Source: an optimization exercise on an open RTL-to-GDS flow (aim: small area, a short achievable clock period and few clock cycles per item). Production flows keep margins and buffers that such runs may drop.
RTL that was checked went through simulation tests only; none was proved equivalent to the original.
Only the layout flow was run in runs 2 and 3; the RTL was not checked for function there.

File: flow/config.mk
export PLATFORM = sky130hd
export DESIGN_NAME = SeqMul_70
export DESIGN_NICKNAME = SeqMul_70
export VERILOG_FILES = /design/flow/design.v
export SDC_FILE = /design/flow/constraint.sdc
export NUM_CORES = 8
export LEC_CHECK = 0
export CAP_MARGIN = 20
export CELL_PAD_IN_SITES_DETAIL_PLACEMENT = 1
export CELL_PAD_IN_SITES_GLOBAL_PLACEMENT = 1
export CORE_MARGIN = 2
export CORE_UTILIZATION = 40
export CTS_CLUSTER_DIAMETER = 80
export CTS_CLUSTER_SIZE = 30
export PLACE_DENSITY = 0.5
export SLEW_MARGIN = 20
File: flow/constraint.sdc
create_clock -name core_clock -period 10.0 [get_ports {clk}]
set_input_delay 2.0000 -clock core_clock [delete_from_list [all_inputs] [get_ports {clk}]]
set_output_delay 2.0000 -clock core_clock [all_outputs]
set_load 0.01 [all_outputs]
File: flow/design.v
module ev_142_3(input [141:0] a, output [482:0] e);
  wire [70:0] as = a[70:0] ^ { a[141:71]};
  wire [160:0] e0, e1; wire [160:0] e2;
  ev_71_2 v0(a[70:0], e0);
  ev_71_2 v2(a[141:71], e2);
  ev_71_2 v1(as, e1);
  assign e = {e1, e2, e0};
endmodule
module ev_35_1(input [34:0] a, output [52:0] e);
  wire [17:0] as = a[17:0] ^ {1'b0, a[34:18]};
  assign e = {as, a[34:18], a[17:0]};
endmodule
module ev_36_1(input [35:0] a, output [53:0] e);
  wire [17:0] as = a[17:0] ^ { a[35:18]};
  assign e = {as, a[35:18], a[17:0]};
endmodule
module ev_71_2(input [70:0] a, output [160:0] e);
  wire [35:0] as = a[35:0] ^ {1'b0, a[70:36]};
  wire [53:0] e0, e1; wire [52:0] e2;
  ev_36_1 v0(a[35:0], e0);
  ev_35_1 v2(a[70:36], e2);
  ev_36_1 v1(as, e1);
  assign e = {e1, e2, e0};
endmodule
module ip_142_3(input [482:0] a, input [482:0] b, output [282:0] p);
  wire [140:0] p0, p1; wire [140:0] p2;
  ip_71_2 u0(a[160:0], b[160:0], p0);
  ip_71_2 u2(a[321:161], b[321:161], p2);
  ip_71_2 u1(a[482:322], b[482:322], p1);
  wire [282:0] t1 = {142'b0, p0} ^ ({142'b0, p0} << 71);
  wire [282:0] t2 = {142'b0, p1 ^ p2} << 71;
  wire [282:0] t3 = {p2, 142'b0};
  assign p = (t1 ^ t3) ^ t2;
endmodule
module ip_35_1(input [52:0] a, input [52:0] b, output [68:0] p);
  wire [34:0] p0, p1; wire [32:0] p2;
  kmul_18 u0(a[17:0], b[17:0], p0);
  kmul_17 u2(a[34:18], b[34:18], p2);
  kmul_18 u1(a[52:35], b[52:35], p1);
  wire [68:0] t1 = {34'b0, p0} ^ ({34'b0, p0} << 18);
  wire [68:0] t2 = {34'b0, p1 ^ {2'b0, p2}} << 18;
  wire [68:0] t3 = {p2, 36'b0};
  assign p = (t1 ^ t3) ^ t2;
endmodule
module ip_36_1(input [53:0] a, input [53:0] b, output [70:0] p);
  wire [34:0] p0, p1; wire [34:0] p2;
  kmul_18 u0(a[17:0], b[17:0], p0);
  kmul_18 u2(a[35:18], b[35:18], p2);
  kmul_18 u1(a[53:36], b[53:36], p1);
  wire [70:0] t1 = {36'b0, p0} ^ ({36'b0, p0} << 18);
  wire [70:0] t2 = {36'b0, p1 ^ p2} << 18;
  wire [70:0] t3 = {p2, 36'b0};
  assign p = (t1 ^ t3) ^ t2;
endmodule
module ip_71_2(input [160:0] a, input [160:0] b, output [140:0] p);
  wire [70:0] p0, p1; wire [68:0] p2;
  ip_36_1 u0(a[53:0], b[53:0], p0);
  ip_35_1 u2(a[106:54], b[106:54], p2);
  ip_36_1 u1(a[160:107], b[160:107], p1);
  wire [140:0] t1 = {70'b0, p0} ^ ({70'b0, p0} << 36);
  wire [140:0] t2 = {70'b0, p1 ^ {2'b0, p2}} << 36;
  wire [140:0] t3 = {p2, 72'b0};
  assign p = (t1 ^ t3) ^ t2;
endmodule
module kmul_17(input [16:0] a, input [16:0] b, output [32:0] p);
  wire [16:0] p0, p1; wire [14:0] p2;
  wire [8:0] as = a[8:0] ^ {1'b0, a[16:9]};
  wire [8:0] bs = b[8:0] ^ {1'b0, b[16:9]};
  sbm_9 u0(a[8:0], b[8:0], p0);
  sbm_8 u2(a[16:9], b[16:9], p2);
  sbm_9 u1(as, bs, p1);
  wire [32:0] q = {16'b0, p0} ^ ({18'b0, p2} << 9);
  wire [32:0] s = q ^ (q << 9);
  assign p = s ^ ({16'b0, p1} << 9);
endmodule
module kmul_18(input [17:0] a, input [17:0] b, output [34:0] p);
  wire [16:0] p0, p1; wire [16:0] p2;
  wire [8:0] as = a[8:0] ^ { a[17:9]};
  wire [8:0] bs = b[8:0] ^ { b[17:9]};
  sbm_9 u0(a[8:0], b[8:0], p0);
  sbm_9 u2(a[17:9], b[17:9], p2);
  sbm_9 u1(as, bs, p1);
  wire [34:0] q = {18'b0, p0} ^ ({18'b0, p2} << 9);
  wire [34:0] s = q ^ (q << 9);
  assign p = s ^ ({18'b0, p1} << 9);
endmodule
module sbm_8(input [7:0] a, input [7:0] b, output [14:0] p);
  assign p[0] = ^{a[0]&b[0]};
  assign p[1] = ^{a[0]&b[1], a[1]&b[0]};
  assign p[2] = ^{a[0]&b[2], a[1]&b[1], a[2]&b[0]};
  assign p[3] = ^{a[0]&b[3], a[1]&b[2], a[2]&b[1], a[3]&b[0]};
  assign p[4] = ^{a[0]&b[4], a[1]&b[3], a[2]&b[2], a[3]&b[1], a[4]&b[0]};
  assign p[5] = ^{a[0]&b[5], a[1]&b[4], a[2]&b[3], a[3]&b[2], a[4]&b[1], a[5]&b[0]};
  assign p[6] = ^{a[0]&b[6], a[1]&b[5], a[2]&b[4], a[3]&b[3], a[4]&b[2], a[5]&b[1], a[6]&b[0]};
  assign p[7] = ^{a[0]&b[7], a[1]&b[6], a[2]&b[5], a[3]&b[4], a[4]&b[3], a[5]&b[2], a[6]&b[1], a[7]&b[0]};
  assign p[8] = ^{a[1]&b[7], a[2]&b[6], a[3]&b[5], a[4]&b[4], a[5]&b[3], a[6]&b[2], a[7]&b[1]};
  assign p[9] = ^{a[2]&b[7], a[3]&b[6], a[4]&b[5], a[5]&b[4], a[6]&b[3], a[7]&b[2]};
  assign p[10] = ^{a[3]&b[7], a[4]&b[6], a[5]&b[5], a[6]&b[4], a[7]&b[3]};
  assign p[11] = ^{a[4]&b[7], a[5]&b[6], a[6]&b[5], a[7]&b[4]};
  assign p[12] = ^{a[5]&b[7], a[6]&b[6], a[7]&b[5]};
  assign p[13] = ^{a[6]&b[7], a[7]&b[6]};
  assign p[14] = ^{a[7]&b[7]};
endmodule
module sbm_9(input [8:0] a, input [8:0] b, output [16:0] p);
  assign p[0] = ^{a[0]&b[0]};
  assign p[1] = ^{a[0]&b[1], a[1]&b[0]};
  assign p[2] = ^{a[0]&b[2], a[1]&b[1], a[2]&b[0]};
  assign p[3] = ^{a[0]&b[3], a[1]&b[2], a[2]&b[1], a[3]&b[0]};
  assign p[4] = ^{a[0]&b[4], a[1]&b[3], a[2]&b[2], a[3]&b[1], a[4]&b[0]};
  assign p[5] = ^{a[0]&b[5], a[1]&b[4], a[2]&b[3], a[3]&b[2], a[4]&b[1], a[5]&b[0]};
  assign p[6] = ^{a[0]&b[6], a[1]&b[5], a[2]&b[4], a[3]&b[3], a[4]&b[2], a[5]&b[1], a[6]&b[0]};
  assign p[7] = ^{a[0]&b[7], a[1]&b[6], a[2]&b[5], a[3]&b[4], a[4]&b[3], a[5]&b[2], a[6]&b[1], a[7]&b[0]};
  assign p[8] = ^{a[0]&b[8], a[1]&b[7], a[2]&b[6], a[3]&b[5], a[4]&b[4], a[5]&b[3], a[6]&b[2], a[7]&b[1], a[8]&b[0]};
  assign p[9] = ^{a[1]&b[8], a[2]&b[7], a[3]&b[6], a[4]&b[5], a[5]&b[4], a[6]&b[3], a[7]&b[2], a[8]&b[1]};
  assign p[10] = ^{a[2]&b[8], a[3]&b[7], a[4]&b[6], a[5]&b[5], a[6]&b[4], a[7]&b[3], a[8]&b[2]};
  assign p[11] = ^{a[3]&b[8], a[4]&b[7], a[5]&b[6], a[6]&b[5], a[7]&b[4], a[8]&b[3]};
  assign p[12] = ^{a[4]&b[8], a[5]&b[7], a[6]&b[6], a[7]&b[5], a[8]&b[4]};
  assign p[13] = ^{a[5]&b[8], a[6]&b[7], a[7]&b[6], a[8]&b[5]};
  assign p[14] = ^{a[6]&b[8], a[7]&b[7], a[8]&b[6]};
  assign p[15] = ^{a[7]&b[8], a[8]&b[7]};
  assign p[16] = ^{a[8]&b[8]};
endmodule
module SeqMul_70(clk, reset, U0, U1, U2, U3, V0, V1, V2, V3, W, done);
    input clk, reset;
    input [70:0] U0, U1, U2, U3;
    input [70:0] V0, V1, V2, V3;
    output [567:0] W;
    output reg done;
    wire [141:0] a0 = {U2, U3}, a1 = {U0, U1};
    wire [141:0] b0 = {V2, V3}, b1 = {V0, V1};
    reg s0, s1, s2, s3, rs;
    wire [141:0] ma = s1 ? a1 : s2 ? a0 ^ a1 : a0;
    wire [141:0] mb = s1 ? b1 : s2 ? b0 ^ b1 : b0;
    wire [482:0] ea, eb;
    ev_142_3 eva(ma, ea);
    ev_142_3 evb(mb, eb);
    reg [482:0] xa, xb;
    always @(posedge clk) begin
        xa <= ea;
        xb <= eb;
    end
    wire [282:0] p;
    ip_142_3 core(xa, xb, p);
    reg [566:0] w;
    reg [140:0] hp, lp;
    wire [140:0] hl = hp ^ lp;
    wire [282:0] pre = {hl ^ w[566:426], w[425] ^ w[141], hl ^ w[140:0]};
    always @(posedge clk) begin
        if (s1) w[141:0] <= p[141:0];
        if (s1) hp <= p[282:142];
        lp <= p[140:0];
        if (s2) w[566:425] <= p[282:141];
        if (s3) w[424:142] <= pre ^ p;
        rs <= reset;
        if (reset) begin
            s0 <= rs | s1 | s2;
            s1 <= !(rs | s1 | s2);
            s2 <= 1'b0;
            s3 <= 1'b0;
            done <= 1'b0;
        end else begin
            s0 <= 1'b0;
            s1 <= s0;
            s2 <= s1;
            s3 <= s2;
            if (s3) done <= 1'b1;
        end
    end
    assign W = {w, 1'b0};
endmodule
File: flow/flow/run.sh
#!/bin/bash
# Own flow: the standard layout (standard.sh, ORFS), with these changes:
#  - synthesis and repair may not use the 3-input XOR/XNOR cells (slow in this
#    XOR-heavy design; two 2-input cells are smaller and faster),
#  - the port buffers are buf_2 cells instead of ORFS's default choice,
#  - before the post-placement repair_design, a max-fanout limit (flow/fanout.tcl)
#    so that high-fanout nets get proper buffer trees,
set -euo pipefail
here=$(pwd)
du=$(make -s -C "$FLOW_HOME" DESIGN_CONFIG="$here/config.mk" WORK_HOME="$here/orfs" print-DONT_USE_CELLS 2>/dev/null | sed -n 's/^DONT_USE_CELLS: //p')
[[ -n "$du" ]] || { echo "could not read DONT_USE_CELLS" >&2; exit 1; }
for c in xor3 xnor3; do for s in 1 2 4; do du="$du sky130_fd_sc_hd__${c}_$s"; done; done
margin=$(cat flow/margin 2>/dev/null || echo 6)
extra=()
if [[ -f flow/extra ]]; then while read -r line; do [[ -n "$line" ]] && extra+=("$line"); done < flow/extra; fi
bash standard.sh "DONT_USE_CELLS=$du" "BUFFER_PORTS_ARGS=-buffer_cell sky130_fd_sc_hd__buf_2" \
  "SETUP_SLACK_MARGIN=$margin" "PRE_RESIZE_TCL=$here/flow/fanout.tcl" "${extra[@]}" finish > standard.log 2>&1
File: flow/flow/fanout.tcl
# Before repair_design after placement: limit fanout so that high-fanout nets
# (the operand-select nets) are buffered as trees.
set_max_fanout 16 [current_design]
File: flow/flow/margin
6
File: flow/standard.sh
#!/bin/bash
# synth_recipe.tcl (not shown) runs the flow's synth.tcl, then flattens the netlist and writes it again
# the make line also repeats each setting of config.mk as NAME=value (left out here)
make -C /OpenROAD-flow-scripts/flow DESIGN_CONFIG=/design/flow/config.mk WORK_HOME=/design/flow/orfs CLKGATE_MAP_FILE= SYNTH_SCRIPT=/design/flow/synth_recipe.tcl "${@:-finish}"
==> run_results.csv, run 1 <==
group,metric,value,unit
run_status,outcome,"timing/DRC/antenna clean",
logic_synthesis,synth_area_leader_cell,"xnor2_1",
global_routing,antenna_found_initial,118,
cts,clkSlewWorstSetupHoldPaths,0.10,ns
logic_synthesis,synth_area_leaders,"xnor2_1 37%, dfxtp_1 13%, edfxtp_1 13%",
timing,finalCritPeriodShare,44.08,%
cts,ctsRootBufferMaster,"clkbuf_16",
logic_synthesis,synth_compound_area_share,2.884,%
finish,layout-drive-gt1-share,26.11,%
global_routing,grt-ovfl-total,0,
timing,post-route-min-period,4.408,ns
logic_synthesis,synthSimpleGateAreaFrac,15.46,%
place,gp_congestion,1.030,
routing,routedWlPerCell,34.54,µm
timing,fmax,226.8,MHz
logic_synthesis,synth_seq_area_share,25.87,%
floorplan,core_region_area,416600,µm²
cts,clk_latency,0.98,ns
timing,fin_skew,0.07291,ns
routing,wl,955.9,mm
place,dp_cells,26680,
floorplan,dieHeight,650.8,µm
routing,avgViaCountPerCell,5.486,
worst_setup_path,start_kind,"flop",
logic_synthesis,synth_mux_area_share,0.4239,%
worst_setup_path,crit_required,10.71,ns
cts,holdBufCountCts,0,
cts,clock_path_buffers,4,
floorplan,initial_utilization,40.17,%
finish,syn_to_final_growth,29.28,%
logic_synthesis,syn_nets,20810,
routing,drtPass1Iterations,6,
worst_setup_path,path_max_fanout,10,
logic_synthesis,synth_xor_area_share,51.57,%
global_routing,grt_usage,42.76,%
cts,numCtsBuffers,139,
worst_setup_path,crit_type,"reg2reg",
floorplan,rows,237,
routing,num_vias,151800,
global_routing,grt_pass1_vias,142600,
routing,drtAntennaViolNets,0,
logic_synthesis,yosys_warnings,1,
cts,htreeDepth,4,
logic_synthesis,syn_inst,20240,
logic_synthesis,synth_top_family_by_area,"XOR/XNOR gates",
worst_setup_path,worstSetupEndpointType,"flop",
timing,slew_viol_final,0,
global_routing,grt_first_pass_wirelength,1250,mm
logic_synthesis,synth-seq-cells,1809,
cts,cts_sinks,1809,
timing,hold_ws,0.4699,ns
finish,stdcell_count,27670,
timing,setup_viol,0,
finish,utilization,51.93,%
finish,fillers,47630,
routing,drc,0,
cts,cts_tree,"done",
logic_synthesis,netlist_area,167400,µm²
logic_synthesis,synth.avg_cell_area,8.267,µm²
timing,worstMarginPinSlew,1.247,ns
floorplan,die_area,423600,µm²
place,place_hpwl,768.9,mm
place,portBuffers,1137,
worst_setup_path,arrival,5.12,ns
logic_synthesis,synth_adder_area_share,0,%
finish,nets,22580,
routing,drtIter0Drc,16640,
global_routing,grt_max_degree,32,
logic_synthesis,synth_top_area_share,36.66,%
flow_run,drv_cap,0,
timing,rsz0062_at_grt,"true",
logic_synthesis,yosys.cell_types.count,30,
timing,relSlewSlack,16.25,%
floorplan,die_width,650.8,µm
min_path,min_path_type,"reg2reg",
timing,hold_viol,0,
floorplan,ioPinCount,1139,
[layer usage]
metal  global-route usage [%]  routed length, µm  vias to the layer above  share of wire [%]
met4                    32.24              90180                       26                9.4
met1                    53.62             369700                    77090                 39
li1                         -                  -                    65470                  -
met2                    63.25             406500                     7284                 43
met3                    10.46              89140                     1933                9.3
met5                   0.3735                369                        -              0.039
[timing repair]
action | CTS | global route
pin swaps | 84 | 498
cloned | 0 | 2
gates resized for setup | 1041 | 2623
buffers inserted | 121 | 570
endpoints found under the setup margin | 2035 | 1294
[synthesized netlist by cell type (all sizes together)]
cell type / instances
nand2b: 38
a21oi: 2
inv: 255
a32oi: 29
nor3: 1
nor2b: 40
conb: 1
o21ai: 305
a22oi: 27
mux2: 63
nand3: 3
xnor2: 7338
edfxtp: 708
xor2: 2207
nand2: 4600
buf: 847
a32o: 283
nand3b: 19
dfxtp: 1101
clkbuf: 261
nor2: 2116
[layout by cell type, fill, tap and decap left out, types with 15 or more instances in the layout]
cell type	n
xnor2_1	5521
nand2_1	4595
nor2_1	2115
xor2_1	2102
buf_4	1186
buf_2	1157
xnor2_2	1144
edfxtp_1	708
dfxtp_2	702
xnor2_4	674
o21ai_0	305
dfxtp_1	278
a32o_1	256
inv_1	251
buf_12	226
clkbuf_16	145
dfxtp_4	121
mux2_2	63
diode_2	56
xor2_2	54
xor2_4	51
buf_6	51
nor2b_1	40
nand2b_1	38
a32oi_1	29
clkdlybuf4s50_1	29
a22oi_1	27
clkbuf_4	25
a32o_2	22
clkinv_8	20
nand3b_1	19
clkbuf_2	19
inv_8	15
[cell type report]
cell class,instances,area [µm²],area share [%]
multi-input combinational,17070,137700,63.65
sequential,1809,44630,20.63
timing repair buffer,2735,20870,9.648
tap,5497,6878,3.179
clock buffer,152,3654,1.689
clock inverter,95,1495,0.6910
inverter,255,972.2,0.4493
antenna,56,140.1,0.06477
[flip-flops by register name, indices dropped and copies added (netlist names)]
register	cells
w	567
xa	477
xb	477
hp	141
lp	141
done	1
rs	1
s0	1
s1	1
s2	1
s3	1
[cells by family after synthesis]
kind of cell | Yosys count
AO/OA/AOI/OAI | 646
XOR/XNOR | 9545
buffers and inverters | 1363
flip-flops | 1809
multiplexers | 63
other | 1
AND/OR/NAND/NOR | 6817
[metrics by stage]
stage	setup slack [ns]	TNS (ns)	area, µm²
3_3_place_gp	3.146	0	181700
4_1_cts	5.186	0	196100
5_1_grt	5.603	0	216300
2_1_floorplan	5.992	0	168300
6_report	5.592	0	216400
3_5_place_dp	-0.2511	-1.256	183600
[critical path, cell delays in order, from the launching register on]
cell     delay [ns]
dfxtp_2        0.60
nand2_1        0.12
xor2_1         0.19
xnor2_1        0.19
xnor2_1        0.12
xnor2_2        0.47
xnor2_1        0.19
xnor2_2        0.46
xnor2_2        0.22
xnor2_1        0.99
xor2_2         0.35
xnor2_1        0.23
[worst paths after layout]
| path | from | to | slack (ns) | cells past startpoint |
|---|---|---|---|---|
| hold reg to reg | s0 | s1 | 0.47 | 1 |
| setup / recovery | xb[388] | w[331] | 5.59 | 11 |
| hold / removal | s0 | s1 | 0.47 | 1 |
| setup reg to reg | xb[388] | w[331] | 5.59 | 11 |
Testbench counts, summed over its fixed seeds: cycles 648, items 160.
==> inputs of run 2 (changes only) <==
--- a/flow/design.v
+++ b/flow/design.v
@@ -129,7 +129,7 @@
     wire [141:0] a0 = {U2, U3}, a1 = {U0, U1};
     wire [141:0] b0 = {V2, V3}, b1 = {V0, V1};
-    reg s0, s1, s2, s3, rs;
-    wire [141:0] ma = s1 ? a1 : s2 ? a0 ^ a1 : a0;
-    wire [141:0] mb = s1 ? b1 : s2 ? b0 ^ b1 : b0;
+    reg s1, s2, s3;
+    wire [141:0] ma = reset ? a0 : s1 ? a1 : a0 ^ a1;
+    wire [141:0] mb = reset ? b0 : s1 ? b1 : b0 ^ b1;
     wire [482:0] ea, eb;
     ev_142_3 eva(ma, ea);
@@ -142,24 +142,16 @@
     wire [282:0] p;
     ip_142_3 core(xa, xb, p);
-    reg [566:0] w;
-    reg [140:0] hp, lp;
-    wire [140:0] hl = hp ^ lp;
-    wire [282:0] pre = {hl ^ w[566:426], w[425] ^ w[141], hl ^ w[140:0]};
+    reg [282:0] r0, r1, r2;
     always @(posedge clk) begin
-        if (s1) w[141:0] <= p[141:0];
-        if (s1) hp <= p[282:142];
-        lp <= p[140:0];
-        if (s2) w[566:425] <= p[282:141];
-        if (s3) w[424:142] <= pre ^ p;
-        rs <= reset;
+        if (s1) r0 <= p;
+        if (s2) r2 <= p;
+        if (s3) r1 <= p;
         if (reset) begin
-            s0 <= rs | s1 | s2;
-            s1 <= !(rs | s1 | s2);
+            s1 <= 1'b1;
             s2 <= 1'b0;
             s3 <= 1'b0;
             done <= 1'b0;
         end else begin
-            s0 <= 1'b0;
-            s1 <= s0;
+            s1 <= 1'b0;
             s2 <= s1;
             s3 <= s2;
@@ -167,4 +159,7 @@
         end
     end
+    wire [566:0] q = {284'b0, r0} ^ ({284'b0, r2} << 142);
+    wire [566:0] s = q ^ (q << 142);
+    wire [566:0] w = s ^ ({284'b0, r1} << 142);
     assign W = {w, 1'b0};
 endmodule
==> flow/flow/run.sh (replaced) <==
#!/bin/bash
set -euo pipefail
bash standard.sh SETUP_SLACK_MARGIN=6.5 finish > standard.log 2>&1
==> flow/config.mk (replaced) <==
export PLATFORM = sky130hd
export DESIGN_NAME = SeqMul_70
export DESIGN_NICKNAME = SeqMul_70
export VERILOG_FILES = /design/flow/design.v
export SDC_FILE = /design/flow/constraint.sdc
export NUM_CORES = 8
export LEC_CHECK = 0
export CAP_MARGIN = 20
export CELL_PAD_IN_SITES_DETAIL_PLACEMENT = 2
export CELL_PAD_IN_SITES_GLOBAL_PLACEMENT = 2
export CORE_MARGIN = 2
export CORE_UTILIZATION = 40
export PLACE_DENSITY = 0.5
export SETUP_SLACK_MARGIN = 5
export SLEW_MARGIN = 20
removed: flow/flow/fanout.tcl
removed: flow/flow/margin
==> run 2 against run 1 <==
  * The run now fails in clock tree synthesis
  * Area after synthesis grew 4.8%
  * Synthesized cell count shrank 4.0%
==> run_results.csv, run 2 <==
group,metric,value,unit
run_status,outcome,"did not finish",
run_status,flow.stopped_at,"clock tree synthesis",
run_status,stop_error,"[ERROR DPL-0033] detailed placement checks failed during check placement.",
place,place_hpwl,923.9,mm
logic_synthesis,synth.avg_cell_area,9.022,µm²
logic_synthesis,synth-seq-cells,1807,
floorplan,rows,243,
cts,cts_setup_buffers,1890,
cts,htreeDepth,4,
logic_synthesis,synthSimpleGateAreaFrac,15.19,%
logic_synthesis,netlist_area,175400,µm²
cts,numCtsBuffers,215,
floorplan,ioPinCount,1139,
logic_synthesis,syn_nets,20010,
logic_synthesis,synth_area_leader_cell,"xnor2_1",
logic_synthesis,yosysMostFrequentCell,"xnor2_1",
floorplan,dieHeight,666.2,µm
logic_synthesis,yosys.cell_types.count,34,
cts,cts_resized,7598,
logic_synthesis,synth-async-reset-ratio,0,%
floorplan,initial_utilization,40.12,%
logic_synthesis,synth_area_leaders,"xnor2_1 25%, edfxtp_1 15%, xnor3_1 14%",
logic_synthesis,synth_mux_area_share,0.3595,%
logic_synthesis,synth_compound_area_share,2.537,%
logic_synthesis,synth_adder_area_share,0,%
logic_synthesis,synthTopCellsByCount,"5018 x xnor2_1, 4321 x nand2_1, 2112 x nor2_1, 2074 x xor2_1, 1122 x xnor3_1",
logic_synthesis,synth_top_area_share,25.06,%
place,gp_congestion,1.050,
logic_synthesis,synth-main-ff-cell,"dfxtp_1",
logic_synthesis,syn_inst,19440,
cts,holdBufCountCts,0,
logic_synthesis,synth_edf_count,849,
logic_synthesis,synth_xor_area_share,51.68,%
logic_synthesis,yosys_warnings,1,
cts,clock_path_buffers,4,
logic_synthesis,synth_top_family_by_area,"XOR/XNOR gates",
cts,ctsRootBufferMaster,"clkbuf_16",
cts,cts_sinks,1807,
logic_synthesis,synth_seq_area_share,25.47,%
place,portBuffers,1137,
floorplan,die_width,666.2,µm
[run 2: changes by cell type after synthesis, moves of 276 or more]
cell / change
nand2b_1: +289
a32o_1: -283
a32oi_1: +282
nand2_1: -276
clkbuf_1: +285
xnor3_1: +1122
xnor2_1: -1988
buf_2: -277
[run 2: stage by stage]
| stage | setup slack [ns] | std cells | cell area [µm²] | hold WS, ns |
|---|---|---|---|---|
| 3_3_place_gp | 3.501 | 25690 | 201100 | 0.4621 |
| 3_5_place_dp | 3.894 | 25700 | 201400 | 0.4636 |
| 2_1_floorplan | 5.899 | 19440 | 183600 | 0.5029 |
[run 2: how the worst max path moves through the flow]
| stage | cells past startpoint | slack (ns) | end |
|---|---|---|---|
| after floorplan | 9 | 5.90 | xa[480] |
| after global placement | 9 | 3.50 | r0[143] |
| after detailed placement | 8 | 3.89 | xa[466] |
[run 2: kinds of logic after synthesis]
family,after synthesis
xor gates and xnor gates,8377
and+or+nand+nor,6824
DFF,1807
buffers and inverters,1732
AOI/OAI and AO/OA,644
muxes,56
other,1
==> inputs of run 3 (changes only) <==
==> flow/run.sh (new file) <==
#!/bin/bash
# synth_recipe.tcl (not shown) runs the flow's synth.tcl, then flattens the netlist and writes it again
# the make line also repeats each setting of config.mk as NAME=value (left out here)
make -C /OpenROAD-flow-scripts/flow DESIGN_CONFIG=/design/flow/config.mk WORK_HOME=/design/flow/orfs CLKGATE_MAP_FILE= SYNTH_SCRIPT=/design/flow/synth_recipe.tcl finish
--- a/flow/config.mk
+++ b/flow/config.mk
@@ -10,6 +10,6 @@
 export CELL_PAD_IN_SITES_GLOBAL_PLACEMENT = 2
 export CORE_MARGIN = 2
-export CORE_UTILIZATION = 40
-export PLACE_DENSITY = 0.5
+export CORE_UTILIZATION = 30
+export PLACE_DENSITY = 0.35
 export SETUP_SLACK_MARGIN = 5
 export SLEW_MARGIN = 20
removed: flow/flow/run.sh
removed: flow/standard.sh
==> run 3 against run 2 <==
  * The run now finishes clean
  * Area after synthesis stayed put
  * Synthesized cell count stayed put
==> run_results.csv, run 3 <==
group,metric,value,unit
timing,post-route-min-period,5.203,ns
cts,cts_tree,"done",
cts,ctsRootBufferMaster,"clkbuf_16",
cts,holdBufCountCts,0,
timing,fin_ws,4.797,ns
global_routing,grt_usage,40.65,%
finish,stdcell_count,28530,
logic_synthesis,synth_area_leaders,"xnor2_1 25%, edfxtp_1 15%, xnor3_1 14%",
floorplan,die_width,768.6,µm
logic_synthesis,synth_seq_area_share,25.47,%
logic_synthesis,synth-seq-cells,1807,
finish,multiInputGateArea,127400,µm²
min_path,min_path_type,"reg2reg",
routing,wl,1241,mm
global_routing,grt_pass1_vias,150400,
logic_synthesis,synth_xor_area_share,51.68,%
finish,layout_common_cells,"4702 x xnor2_1, 4321 x nand2_1, 2112 x nor2_1",
timing,fmax,192.2,MHz
timing,worstMarginPinSlew,1.266,ns
timing,finalSetupTns,0,ns
timing,slew_viol_final,0,
cts,clkSlewWorstSetupHoldPaths,0.06,ns
cts,clock_path_buffers,4,
run_status,outcome,"timing/DRC/antenna clean",
global_routing,antenna_found_initial,220,
floorplan,rows,280,
place,gp_congestion,1.004,
cts,cts_sinks,1807,
logic_synthesis,syn_inst,19440,
timing,rsz0062_at_grt,"true",
finish,largestRegisters,"xa: 477 flops, xb: 477 flops",
floorplan,die_area,590800,µm²
global_routing,grt_first_pass_wirelength,1583,mm
routing,num_vias,153100,
routing,routedWlPerCell,43.50,µm
timing,finalCritPeriodShare,52.03,%
floorplan,core_region_area,581900,µm²
routing,drc,0,
place,dp_cells,28020,
finish,fillers,63760,
flow_run,drv_cap,0,
timing,setup_viol,0,
logic_synthesis,synthSimpleGateAreaFrac,15.19,%
finish,nets,21080,
place,portBuffers,1137,
logic_synthesis,synth_adder_area_share,0,%
floorplan,initial_utilization,30.14,%
finish,syn_to_final_growth,20.57,%
timing,relSlewSlack,15.00,%
floorplan,dieHeight,768.6,µm
logic_synthesis,synth_top_area_share,25.06,%
global_routing,grt-ovfl-total,0,
logic_synthesis,synth_mux_area_share,0.3595,%
worst_setup_path,crit_required,10.67,ns
finish,layout.cells.most_common,"xnor2_1",
logic_synthesis,synthTopCellsByCount,"5018 x xnor2_1, 4321 x nand2_1, 2112 x nor2_1, 2074 x xor2_1, 1122 x xnor3_1",
logic_synthesis,synth_top_family_by_area,"XOR/XNOR gates",
cts,clk_latency,1.04,ns
worst_setup_path,crit_type,"reg2reg",
worst_setup_path,start_kind,"flop",
place,dp_slack,3.399,ns
routing,drtAntennaViolNets,0,
timing,fin_skew,0.1584,ns
place,place_hpwl,1034,mm
cts,htreeDepth,4,
global_routing,grt_max_degree,161,
logic_synthesis,synth-async-reset-ratio,0,%
timing,hold_viol,0,
routing,avgViaCountPerCell,5.367,
logic_synthesis,yosys_warnings,1,
worst_setup_path,arrival,5.87,ns
worst_setup_path,worstSetupEndpointType,"flop",
logic_synthesis,synth.avg_cell_area,9.022,µm²
logic_synthesis,syn_nets,20010,
logic_synthesis,netlist_area,175400,µm²
logic_synthesis,synth_compound_area_share,2.537,%
routing,drtPass1Iterations,8,
routing,drtIter0Drc,18530,
finish,layout-drive-gt1-share,11.83,%
logic_synthesis,synth-main-ff-cell,"dfxtp_1",
logic_synthesis,yosysMostFrequentCell,"xnor2_1",
cts,numCtsBuffers,225,
logic_synthesis,yosys.cell_types.count,34,
worst_setup_path,path_max_fanout,10,
finish,regArea,45000,µm²
logic_synthesis,synth_area_leader_cell,"xnor2_1",
logic_synthesis,synth_edf_count,849,
floorplan,ioPinCount,1139,
run 3: cell counts after synthesis:
No cell type changed its count.
run 3: cell families (layout without fill, tap and decap cells):
group / count (synthesis) / in the layout
buf+inv: 1732 / 2995
simple gates: 6824 / 6824
xor+xnor: 8377 / 8377
other cells: 1 / 76
flops: 1807 / 1807
mux: 56 / 56
compound gates: 644 / 644
run 3: per-layer routing:
layer	GRT usage, %	wire length, µm	vias to the layer above
met5	0	642	-
met4	27.38	103400	98
met3	9.185	106100	1843
met2	59.96	517700	7426
met1	52.94	513500	81190
li1	-	-	62580
run 3: critical path: stages, from the launching register on:
cell and delay (ns):
dfxtp_1 1.02, nand2_1 0.15, xor2_1 0.21, xnor3_1 0.42, xnor2_1 0.54, xnor2_1 0.21
xor2_1 0.65, xor2_1 0.22, xnor2_1 0.93, xnor3_1 0.41
run 3: path summary, 6_finish.rpt:
path	from	cells past startpoint	endpoint	slack, ns
worst max-delay path	xb[452]	9	r0[160]	4.80
worst min register to register	done	2	done	0.49
worst min-delay path	done	2	done	0.49
worst max register to register	xb[452]	9	r0[160]	4.80
run 3: final cells by class:
cell class / count / area share, %
multi-input cells: 15900 / 60.25
flip-flops and latches: 1807 / 21.28
repair buffers: 2236 / 9.493
well taps: 7755 / 4.588
clock buffers: 286 / 2.889
clock inverters: 131 / 0.7863
inverters: 341 / 0.6177
diodes: 75 / 0.08874
repair inverters: 1 / 0.004141
run 3: stage by stage:
stage | hold WS, ns | instance area [µm²] | utilization (%)
2_1_floorplan | 0.5029 | 175400 | -
3_3_place_gp | 0.4679 | 198700 | 34.14
3_5_place_dp | 0.4746 | 199900 | 34.35
4_1_cts | 0.4933 | 210400 | 36.15
5_1_grt | 0.5408 | 211300 | 36.32
6_report | 0.4906 | 211500 | 36.34
run 3: repair_timing:
action / 4_1_cts / 5_1_grt
resized for setup: 476 / 160
gates cloned: 1 / 1
setup endpoints to repair: 505 / 194
setup buffers: 12 / 8
pin swaps: 10 / 6
==> inputs of run 4 (changes only) <==
--- a/flow/design.v
+++ b/flow/design.v
@@ -142,9 +142,14 @@
     wire [282:0] p;
     ip_142_3 core(xa, xb, p);
-    reg [282:0] r0, r1, r2;
+    reg [282:0] ra, rb;
     always @(posedge clk) begin
-        if (s1) r0 <= p;
-        if (s2) r2 <= p;
-        if (s3) r1 <= p;
+        ra <= p;
+        rb <= ra;
+    end
+    wire [566:0] q = {284'b0, rb} ^ ({284'b0, ra} << 142);
+    wire [566:0] s = q ^ (q << 142);
+    reg [566:0] w;
+    always @(posedge clk) begin
+        if (s3) w <= s ^ ({284'b0, p} << 142);
         if (reset) begin
             s1 <= 1'b1;
@@ -159,7 +164,4 @@
         end
     end
-    wire [566:0] q = {284'b0, r0} ^ ({284'b0, r2} << 142);
-    wire [566:0] s = q ^ (q << 142);
-    wire [566:0] w = s ^ ({284'b0, r1} << 142);
     assign W = {w, 1'b0};
 endmodule
==> flow/flow/run.sh (new file) <==
#!/bin/bash
set -euo pipefail
bash standard.sh SETUP_SLACK_MARGIN=6.5 finish > standard.log 2>&1
==> flow/standard.sh (new file) <==
#!/bin/bash
# synth_recipe.tcl (not shown) runs the flow's synth.tcl, then flattens the netlist and writes it again
# the make line also repeats each setting of config.mk as NAME=value (left out here)
make -C /OpenROAD-flow-scripts/flow DESIGN_CONFIG=/design/flow/config.mk WORK_HOME=/design/flow/orfs CLKGATE_MAP_FILE= SYNTH_SCRIPT=/design/flow/synth_recipe.tcl "${@:-finish}"
removed: flow/run.sh
==> run 4 against run 3 <==
  * Global-route usage increased by 1.5 points
  * Critical path type unchanged
  * Critical path depth increased by 9
  * Area after synthesis rose by 0.19%
==> run_results.csv, run 4 <==
group,metric,value,unit
logic_synthesis,synth_area_leaders,"xnor2_1 25%, dfxtp_1 17%, xnor3_1 14%",
worst_setup_path,worstSetupEndpointType,"flop",
logic_synthesis,synth_seq_area_share,27.05,%
worst_setup_path,cpMaxStageDelayCell,"xor3_4",
routing,routedWlPerCell,41.93,µm
cts,cts_tree,"done",
worst_setup_path,crit_required,10.66,ns
routing,drtIter0Drc,16880,
logic_synthesis,synth-seq-cells,2091,
floorplan,rows,281,
routing,num_vias,165400,
worst_setup_path,crit_chain,"buf_12 > buf_8 > nand2_4 > xnor3_1 > xnor3_2 > buf_6 > buf_6 > buf_6 > buf_6 > xnor2_4 > xnor2_2 > buf_6 > xor3_4 > xnor2_4 > xnor2_2 > buf_12 > xnor3_2 > xnor2_1",
worst_setup_path,path_buf_inv,8,
worst_setup_path,timing.rr.start,"xa[303]",
timing,hold_viol,0,
cts,ctsRootBufferMaster,"clkbuf_16",
finish,largestRegisters,"w: 567 flops, xa: 477 flops, xb: 477 flops",
routing,avgViaCountPerCell,5.309,
global_routing,grt_first_pass_wirelength,1657,mm
logic_synthesis,synth_top_area_share,24.73,%
worst_setup_path,start_kind,"flop",
min_path,hold_start,"ra[29]",
timing,setup_viol,0,
logic_synthesis,synthSimpleGateAreaFrac,15.15,%
logic_synthesis,syn_nets,20010,
logic_synthesis,synth_adder_area_share,0,%
global_routing,antenna_found_initial,185,
finish,nets,23640,
place,place_hpwl,1014,mm
timing,fin_skew,0.1610,ns
cts,cts_sinks,2091,
finish,regMostFlops,"w",
worst_setup_path,max_stage_delay,0.61,ns
finish,syn_to_final_growth,50.18,%
place,portBuffers,1137,
global_routing,grt_max_degree,88,
logic_synthesis,synth_mux_area_share,0.3204,%
floorplan,die_area,591900,µm²
logic_synthesis,yosys_warnings,1,
logic_synthesis,syn_inst,19440,
routing,drtAntennaViolNets,0,
finish,largest_reg_flops,567,
timing,slew_viol_final,0,
worst_setup_path,arrival,5.15,ns
cts,numCtsBuffers,271,
floorplan,initial_utilization,30.06,%
timing,rsz0062_at_grt,"true",
cts,clkSlewWorstSetupHoldPaths,0.06,ns
logic_synthesis,synth.avg_cell_area,9.042,µm²
worst_setup_path,path_max_fanout,3,
timing,finalSetupTns,0,ns
place,placed_cell_area,204600,µm²
finish,layout.cells.most_common,"nand2_1",
logic_synthesis,netlist_area,175700,µm²
finish,fin_area,263900,µm²
cts,clk_latency,1.07,ns
logic_synthesis,synth-async-reset-ratio,0,%
finish,layout-drive-gt1-share,34.14,%
timing,fmax,222.7,MHz
floorplan,dieHeight,769.4,µm
timing,finalCritPeriodShare,44.89,%
cts,htreeDepth,5,
place,gp_congestion,0.9814,
logic_synthesis,synth_edf_count,567,
flow_run,drv_cap,0,
timing,relSlewSlack,23.58,%
logic_synthesis,synth_compound_area_share,2.531,%
floorplan,core_region_area,584700,µm²
routing,wl,1306,mm
cts,holdBufCountCts,0,
timing,hold_ws,0.2724,ns
routing,drtPass1Iterations,5,
global_routing,grt-ovfl-total,0,
finish,utilization,45.14,%
worst_setup_path,cpMostUsedCell,"buf_6",
worst_setup_path,crit_family,"XOR/XNOR gates",
worst_setup_path,r2r_slack,5.51,ns
logic_synthesis,synth_area_leader_cell,"xnor2_1",
min_path,min_path_type,"reg2reg",
logic_synthesis,synth_xor_area_share,51.52,%
timing,post-route-min-period,4.489,ns
logic_synthesis,synth-main-ff-cell,"dfxtp_1",
floorplan,die_width,769.4,µm
run_status,outcome,"timing/DRC/antenna clean",
logic_synthesis,yosys.cell_types.count,37,
floorplan,ioPinCount,1139,
logic_synthesis,synthTopCellsByCount,"4962 x xnor2_1, 4319 x nand2_1, 2128 x xor2_1, 2112 x nor2_1, 1524 x dfxtp_1",
worst_setup_path,crit_type,"reg2reg",
logic_synthesis,synth_top_family_by_area,"XOR/XNOR gates",
global_routing,grt_pass1_vias,164500,
routing,drc,0,
logic_synthesis,yosysMostFrequentCell,"xnor2_1",
finish,layout_common_cells,"4182 x nand2_1, 3701 x xnor2_1, 1968 x nor2_1",
worst_setup_path,crit_start,"xa[303]",
global_routing,grt_usage,42.11,%
cts,clock_path_buffers,4,
timing,worstMarginPinSlew,1.142,ns
[run 4: cell types whose count changed after synthesis, moves of 8 or more]
cell,change
edfxtp_1,-282
xnor2_2,-28
buf_4,-300
inv_1,+16
xor2_1,+54
clkbuf_1,+196
xnor2_4,-8
buf_2,-191
dfxtp_1,+566
xnor2_1,-56
[run 4: path summary, 6_finish.rpt]
check                 to  cells past startpoint
setup reg to reg  w[295]                     18
setup / recovery  w[295]                     18
hold reg to reg   rb[29]                      0
hold / removal    rb[29]                      0
[run 4: through the flow]
step	setup WS (ns)	instances
global placement	2.330	28220
CTS	5.628	30270
detailed placement	3.507	28270
floorplan	5.415	19440
finish	5.511	31150
global route	5.501	31080
[run 4: logic make-up (layout without fill, tap and decap cells)]
logic type,count (synthesis),after routing
AO/OA/AOI/OAI,644,644
buffers and inverters,1464,5307
multiplexers,50,50
flip-flops,2091,2091
XOR/XNOR,8363,8365
other,1,83
AND/OR/NAND/NOR,6823,6823
[run 4: routing by layer]
metal | vias to the layer above | track usage [%] | wire (µm)
li1 | 67670 | - | -
met3 | 2545 | 10.02 | 117400
met5 | - | 0 | 483
met4 | 74 | 32.36 | 128500
met2 | 7815 | 62.20 | 547700
met1 | 87260 | 52.98 | 511800
[run 4: final cells by class]
type	instances	area [µm²]
Fill cell	60080	320800
Timing Repair Buffer	4461	45510
Timing Repair inverter	3	31.28
Multi-Input combinational cell	15880	148100
Tap cell	7782	9737
Inverter	359	1379
Sequential cell	2091	49730
Antenna cell	82	205.2
Clock buffer	356	7601
Clock inverter	128	1638
[run 4: repair_timing]
action / CTS / global route
buffers inserted: 1491 / 781
endpoints found under the hold margin: 0 / 0
pin swaps: 1207 / 891
resized for setup: 7173 / 1363
cloned: 33 / 9
endpoints found under the setup margin: 1953 / 965
Testbench counts of run 4, summed over its fixed seeds: cycles 640, items 160.
==> inputs of run 5 (changes only) <==
==> flow/config.mk (replaced) <==
export PLATFORM = sky130hd
export DESIGN_NAME = SeqMul_70
export DESIGN_NICKNAME = SeqMul_70
export VERILOG_FILES = /design/flow/design.v
export SDC_FILE = /design/flow/constraint.sdc
export NUM_CORES = 8
export LEC_CHECK = 0
export CAP_MARGIN = 20
export CELL_PAD_IN_SITES_DETAIL_PLACEMENT = 1
export CELL_PAD_IN_SITES_GLOBAL_PLACEMENT = 1
export CORE_MARGIN = 2
export CORE_UTILIZATION = 40
export PLACE_DENSITY = 0.5
export SETUP_SLACK_MARGIN = 5
export SLEW_MARGIN = 20
==> run 5 against run 4 <==
  * Synthesized cell count unchanged
  * Cell count decreased by 7.0%
  * Count of clock-buffer cells in the layout decreased by 23
  * Die area is 25% lower
  * Sequential share of layout area grew 0.44 points
  * Register-to-register slack better by 0.03 ns
  * Cell area decreased by 1.7%
==> run_results.csv, run 5 <==
group,metric,value,unit
global_routing,grt_pass1_vias,159600,
min_path,hold_start,"ra[255]",
finish,largest_reg_flops,567,
floorplan,rows,243,
finish,layout.cells.most_common,"nand2_1",
worst_setup_path,worstSetupEndpointType,"flop",
worst_setup_path,crit_type,"reg2reg",
cts,clock_path_buffers,4,
cts,clkSlewWorstSetupHoldPaths,0.08,ns
logic_synthesis,synth_area_leader_cell,"xnor2_1",
finish,multiInputGateArea,148900,µm²
timing,fmax,224.1,MHz
timing,finalSetupTns,0,ns
finish,stdcell_count,28970,
floorplan,dieHeight,666.8,µm
logic_synthesis,synth_edf_count,567,
logic_synthesis,synth_area_leaders,"xnor2_1 25%, dfxtp_1 17%, xnor3_1 14%",
worst_setup_path,start_kind,"flop",
worst_setup_path,max_stage_delay,0.79,ns
worst_setup_path,crit_chain,"buf_4 > nand2_1 > xor2_1 > xnor3_2 > xor2_4 > xnor2_2 > xnor3_4 > xnor3_2 > xnor2_4 > buf_12 > xnor3_1 > xnor2_2",
logic_synthesis,yosys.cell_types.count,37,
global_routing,grt_first_pass_wirelength,1475,mm
timing,hold_viol,0,
cts,holdBufCountCts,0,
logic_synthesis,yosysMostFrequentCell,"xnor2_1",
cts,clk_latency,1.05,ns
min_path,min_path_type,"reg2reg",
timing,slew_viol_final,0,
place,portBuffers,1137,
place,dp_slack,3.710,ns
routing,drtPass1Iterations,7,
logic_synthesis,synth.avg_cell_area,9.042,µm²
routing,num_vias,169500,
global_routing,antenna_found_initial,122,
timing,finalCritPeriodShare,44.62,%
worst_setup_path,crit_start,"xb[89]",
place,place_hpwl,858.7,mm
routing,met1Wirelength,417.6,mm
floorplan,die_area,444700,µm²
timing,rsz0062_at_grt,"true",
global_routing,grt_max_degree,266,
routing,drtIter0Drc,21900,
cts,htreeDepth,4,
logic_synthesis,synth-seq-cells,2091,
place,gp_congestion,1.068,
timing,relSlewSlack,22.09,%
finish,regArea,50020,µm²
logic_synthesis,syn_inst,19440,
finish,layout-drive-gt1-share,33.97,%
timing,worstMarginPinSlew,1.160,ns
logic_synthesis,synthTopCellsByCount,"4962 x xnor2_1, 4319 x nand2_1, 2128 x xor2_1, 2112 x nor2_1, 1524 x dfxtp_1",
timing,setup_viol,0,
routing,wl_met3,154.8,mm
timing,post-route-min-period,4.462,ns
flow_run,drv_cap,0,
logic_synthesis,yosys_warnings,1,
routing,drtAntennaViolNets,0,
logic_synthesis,netlist_area,175700,µm²
logic_synthesis,synth_seq_area_share,27.05,%
floorplan,core_region_area,437800,µm²
cts,cts_sinks,2091,
routing,avgViaCountPerCell,5.853,
finish,regMostFlops,"w",
logic_synthesis,synth-async-reset-ratio,0,%
worst_setup_path,timing.rr.start,"xb[89]",
logic_synthesis,syn_nets,20010,
routing,wl,1174,mm
logic_synthesis,synth-main-ff-cell,"dfxtp_1",
routing,wl_met2,465.8,mm
global_routing,grt_usage,49.19,%
finish,syn_to_final_growth,47.59,%
logic_synthesis,synth_top_area_share,24.73,%
routing,drc,0,
run_status,outcome,"timing/DRC/antenna clean",
floorplan,ioPinCount,1139,
floorplan,initial_utilization,40.14,%
floorplan,die_width,666.8,µm
worst_setup_path,crit_required,10.70,ns
cts,ctsRootBufferMaster,"clkbuf_16",
timing,fin_ws,5.538,ns
timing,fin_skew,0.1003,ns
finish,largestRegisters,"w: 567 flops, xa: 477 flops, xb: 477 flops",
global_routing,grt-ovfl-total,0,
finish,layout_common_cells,"4126 x nand2_1, 3658 x xnor2_1, 1952 x nor2_1",
cts,cts_tree,"done",
routing,routedWlPerCell,40.54,µm
worst_setup_path,cpMaxStageDelayCell,"xnor3_4",
worst_setup_path,arrival,5.16,ns
place,dp_cells,25950,
worst_setup_path,path_max_fanout,5,
finish,fillers,46010,
cts,numCtsBuffers,231,
finish,nets,23510,
routing,top_layer,"met5",
==> run 5: cell counts after synthesis <==
No cell type changed its count.
==> run 5: layout make-up <==
cell class,instances,area share [%]
well taps,5757,2.777
clock buffers,333,2.594
flip-flops and latches,2091,19.29
multi-input cells,15880,57.40
repair inverters,3,0.01109
inverters,359,0.5277
repair buffers,4373,16.84
diodes,71,0.06850
clock inverters,97,0.4920
==> run 5: routing by layer <==
metal  track usage [%]  vias to the layer above
li1                  -                    67460
met5                 0                        -
met1             59.64                    86230
met4             43.00                       42
met3             17.91                     3845
met2             68.31                    11970
==> run 5: logic make-up (layout without fill, tap and decap cells) <==
family / after synthesis / count (layout) / share of synthesized area, %
muxes: 50 / 50 / 0.3204
AOI/OAI and AO/OA: 644 / 644 / 2.531
xor gates and xnor gates: 8363 / 8364 / 51.52
buffers and inverters: 1464 / 5165 / 3.427
and+or+nand+nor: 6823 / 6823 / 15.15
DFF: 2091 / 2091 / 27.05
other: 1 / 72 / 0.002134
==> run 5: worst paths after layout <==
kind	endpoint	slack, ns	cells past startpoint
setup / recovery	w[278]	5.54	12
hold / removal	rb[255]	0.35	0
setup reg to reg	w[278]	5.54	12
hold reg to reg	rb[255]	0.35	0
==> run 5: per-stage QoR <==
stage	area (µm²)	hold WS (ns)	utilization [%]
2_1_floorplan	178900	0.3489	-
3_3_place_gp	198800	0.3506	45.42
3_5_place_dp	199300	0.3539	45.51
4_1_cts	243200	0.3449	55.55
5_1_grt	259300	0.3605	59.22
6_report	259400	0.3478	59.24
==> run 5: timing repair <==
| item | 4_1_cts | 5_1_grt |
|---|---|---|
| setup endpoints to repair | 1979 | 970 |
| buffers inserted | 1565 | 916 |
| gates cloned | 22 | 10 |
| resized for setup | 7162 | 1484 |
| pin swaps | 1230 | 918 |
==> run 5: critical path, delay by kind of cell, from the launching register on <==
family / cells / cell delay [ns]
xor+xnor: 9 / 3.28
simple gates: 1 / 0.07
buf+inv: 2 / 0.33
flops: 1 / 0.41

[re-timing with driven ports]
The results above use ideal ports. As a check the final layouts listed here were re-extracted and re-timed, cells and wires unchanged.
Step 1 sets driving cells, clkbuf_16 on the clock port and buf_2 on the other inputs (assumed; they add their load-dependent delay and slew).
Step 2 also shifts input and output timing later by t, the mid clock arrival at the registers, as if the neighbouring blocks saw the same clock.
a / b / c = ideal ports / drivers / drivers and shift; a / b = the first two.
run | t (ns) | setup slack, ns | hold WS [ns] | cell pins on the clock port's net
run 1 | 1.075 | 5.592 / 5.592 / 5.532 | 0.470 / 0.470 / 0.470 | 1
run 3 | 1.114 | 4.797 / 4.797 / 3.992 | 0.491 / 0.491 / 0.491 | 1
run 4 | 1.127 | 5.511 / 5.511 / 5.323 | 0.272 / 0.272 / 0.272 | 1
run 5 | 1.139 | 5.538 / 5.538 / 5.326 | 0.348 / 0.348 / 0.348 | 1
After both steps every run listed still meets setup and hold. For run 3, which loses most, drivers alone change the setup slack by 0.000 ns; drivers and shift together by -0.805 ns.
